What follows belongs to an exercise in optimizing a design on an open flow for small area and a short achievable clock period; a production flow would make more cautious choices.
In this exercise RTL edits were held to simulation tests only and were not proved equivalent to the original.

== the baseline ==
==> module HA, before the edit <==
module HA(a, b, Sum, Cout);
input a, b;
output Sum, Cout;
HA_sum s(.a(a), .b(b), .y(Sum));
HA_carry c(.a(a), .b(b), .y(Cout));
endmodule
==> module HA_sum, before the edit <==
module HA_sum(a, b, y);
input a, b;
output y;
assign y = ~(a ^ b);
endmodule
==> module HA_carry, before the edit <==
module HA_carry(a, b, y);
input a, b;
output y;
assign y = a | b;
endmodule
export LEC_CHECK = 0
export CAP_MARGIN = 20
export CORE_MARGIN = 2
export CORE_UTILIZATION = 40
export SLEW_MARGIN = 20
export SYNTH_HIERARCHICAL = 1
export SYNTH_MINIMUM_KEEP_SIZE = 0
create_clock -name core_clock -period 24.0 [get_ports {clk}]
standard.sh (not shown) runs the stock make flow with config.mk's settings and CLKGATE_MAP_FILE= SYNTH_SCRIPT=/design/flow/synth_recipe.tcl, a recipe that flattens the netlist after the stock synthesis.
==> flow/flow/run.sh <==
#!/bin/bash
# The standard layout, with timing repair aiming for a setup slack of
# 17.5 ns at the design's 24 ns clock, so that the achieved period shrinks.
bash standard.sh SETUP_SLACK_MARGIN=17.5 finish > standard.log 2>&1
### the baseline -> the candidate
--- a/flow/design.v
+++ b/flow/design.v
@@ -16,18 +16,7 @@
 module HA(a, b, Sum, Cout);
 input a, b;
 output Sum, Cout;
-HA_sum s(.a(a), .b(b), .y(Sum));
-HA_carry c(.a(a), .b(b), .y(Cout));
-endmodule
-module HA_sum(a, b, y);
-input a, b;
-output y;
-assign y = ~(a ^ b);
-endmodule
-module HA_carry(a, b, y);
-input a, b;
-output y;
-assign y = a | b;
+csa_dadda fa(.A(a), .B(b), .Cin(1'b1), .Y(Sum), .Cout(Cout));
 endmodule
 module csa_dadda(A,B,Cin,Y,Cout);
 input A,B,Cin;
--- outcome ---
The maximum clock frequency of the candidate is lower than that of the baseline.
The candidate: global-route met3 utilization is 0.31 points lower than what the baseline reported.
The candidate: final cell count 23 above the baseline
The layout multi-input combinational cell count on the baseline is in line with that on the candidate.
The baseline and the candidate ended up with roughly the same layout overhead on the synthesized area.
Diff the baseline and the candidate: number of buffers added for setup after CTS higher in the candidate
Synthesized area sits higher in the candidate than in the baseline.
met1 global-route usage, the baseline and the candidate, lower one = the baseline.
Re placed instance area: the candidate is 1.4% up on the baseline.
The complex-gate fraction of the synthesized area in the candidate sits 0.26 points below the value recorded for the baseline.
The sequential cell area on the candidate is in line with that on the baseline.
Taking the baseline as the reference, in the candidate logic depth of the worst register-to-register path grew by 2.

--- another note on this design; it stands on its own ---

==> run E <==
==> flow/design.v (excerpt) <==
module dadda_32_reg(clk, A, B, Y);
    input clk;
    input [31:0] A;
    input [31:0] B;
    output reg [63:0] Y;
    reg [31:0] a_r, b_r;
    wire [63:0] p;
    dadda_32 mult(.A(a_r), .B(b_r), .Y(p));
    always @(posedge clk) begin
        a_r <= A;
        b_r <= B;
        Y   <= p;
    end
endmodule
Settings: LEC_CHECK=0, CAP_MARGIN=20, CORE_MARGIN=2, CORE_UTILIZATION=55, SLEW_MARGIN=20, SYNTH_HIERARCHICAL=1, SYNTH_MINIMUM_KEEP_SIZE=0; clock period 24.0 ns.
standard.sh (not shown) runs the stock make flow with config.mk's settings and CLKGATE_MAP_FILE= SYNTH_SCRIPT=/design/flow/synth_recipe.tcl, a recipe that flattens the netlist after the stock synthesis.
==> flow/flow/run.sh <==
#!/bin/bash
# The standard layout, with timing repair aiming for a setup slack of
# 18 ns at the design's 24 ns clock, so that the achieved period shrinks,
# the smallest buffer on each port, and a light load in ABC's mapping so that
# the single-gate modules map to the smallest cells (timing repair sizes them).
bash standard.sh SETUP_SLACK_MARGIN=18 'BUFFER_PORTS_ARGS=-buffer_cell sky130_fd_sc_hd__buf_1' ABC_LOAD_IN_FF=1 finish > standard.log 2>&1
==> inputs of run K, as changes to run E <==
==> flow/flow/run.sh (replaced) <==
#!/bin/bash
# The standard layout, with timing repair aiming for a setup slack of
# 18.5 ns at the design's 24 ns clock, so that the achieved period shrinks,
# the smallest buffer on each port, and a light load in ABC's mapping so that
# the single-gate modules map to the smallest cells (timing repair sizes them).
bash standard.sh SETUP_SLACK_MARGIN=18.5 'BUFFER_PORTS_ARGS=-buffer_cell sky130_fd_sc_hd__buf_1' ABC_LOAD_IN_FF=1 finish > standard.log 2>&1
==> inputs of run Z, as changes to run E <==
==> flow/flow/run.sh (replaced) <==
#!/bin/bash
# The standard layout, with timing repair aiming for a setup slack of
# 17.5 ns at the design's 24 ns clock, so that the achieved period shrinks,
# the smallest buffer on each port, and a light load in ABC's mapping so that
# the single-gate modules map to the smallest cells (timing repair sizes them).
bash standard.sh SETUP_SLACK_MARGIN=17.5 'BUFFER_PORTS_ARGS=-buffer_cell sky130_fd_sc_hd__buf_1' ABC_LOAD_IN_FF=1 finish > standard.log 2>&1
==> notes.md <==
| quantity | run E | run K | run Z |
|---|---|---|---|
| Non-clock buffer area fraction after layout | 7.652% | 12.76% | 4.994% |
| Slowest stage cell on the critical path | fa_2 | fa_2 | fa_1 |
| Count of plain and timing-repair buffers | 266 | 386 | 229 |
| Insertion delay to the later sink of the worst-skew pair | 500 ps | 510 ps | 490 ps |
| Routed length per placed instance | 28.83 µm | 30.63 µm | 27.33 µm |
| Filler Cells Inserted | 3,784 | 3,417 | 4,004 |
| Run status | no timing/DRC/antenna violations | no timing/DRC/antenna violations | no timing/DRC/antenna violations |
| Setup Buffers After CTS | 24 | 116 | 15 |
| PostCTS Resize Cnt | 91 | 439 | 19 |
| Crit path time final | 5884 ps | 5880 ps | 6314 ps |
| DRC marker count from the first detailed-route iteration | 2,311 | 3,158 | 2,435 |
| Library cell appearing most often on the critical path | fa_1 | - | fa_1 |
| Final RePlAce weighted congestion | 0.9063 | 0.9075 | 0.9017 |
| Total number of vias | 22.79k | 23.93k | 22.44k |
| First-pass GRT wire length | 145,300 µm | 156,100 µm | 142,800 µm |
| Final Core Density | 65.04% | 71.22% | 61.44% |
| Critical path data arrival time | 6300 ps | 6300 ps | 6690 ps |
| Endpoint of the worst-slack reg-to-reg timing path | Y[58] | Y[58] | Y[33] |
| Critical path origin | b_r[19] | b_r[21] | b_r[1] |
| Actual transition at the worst max-transition pin | 678.2 ps | 696.3 ps | 1082 ps |
| Non-filler cells in the finished layout | 3,421 | 3,543 | 3,385 |

-- port drivers added, routing unchanged --
The results above use ideal ports. As a check the final layouts listed here were re-extracted and re-timed, cells and wires unchanged. Step 1 (the two cells are an assumption about what drives the block):
set clk [get_ports {clk}]
set_driving_cell -lib_cell sky130_fd_sc_hd__clkbuf_16 $clk
set_driving_cell -lib_cell sky130_fd_sc_hd__buf_2 [delete_from_list [all_inputs] $clk]
Step 2 also shifts input and output timing later by t, the mid clock arrival at the registers, as if the neighbouring blocks saw the same clock. a / b / c = ideal / step 1 / step 2; a / b = the first two.
| run | t (ns) | setup WS [ns] | worst hold slack (ns) | worst data-port slew with drivers (ns) |
|---|---|---|---|---|
| the baseline | 0.564 | 17.522 / 17.522 / 17.522 | 0.581 / 0.581 / 0.581 | 0.05 |
| the candidate | 0.564 | 17.384 / 17.384 / 17.384 | 0.720 / 0.720 / 0.720 | 0.05 |
| run E | 0.551 | 18.116 / 18.069 / 18.116 | 0.884 / 0.884 / 0.884 | 0.04 |
| run K | 0.567 | 18.120 / 18.120 / 18.120 | 0.989 / 0.989 / 0.989 | 0.04 |
| run Z | 0.549 | 17.686 / 17.686 / 17.686 | 0.963 / 0.963 / 0.963 | 0.04 |
After both steps setup and hold are still met in every run listed.
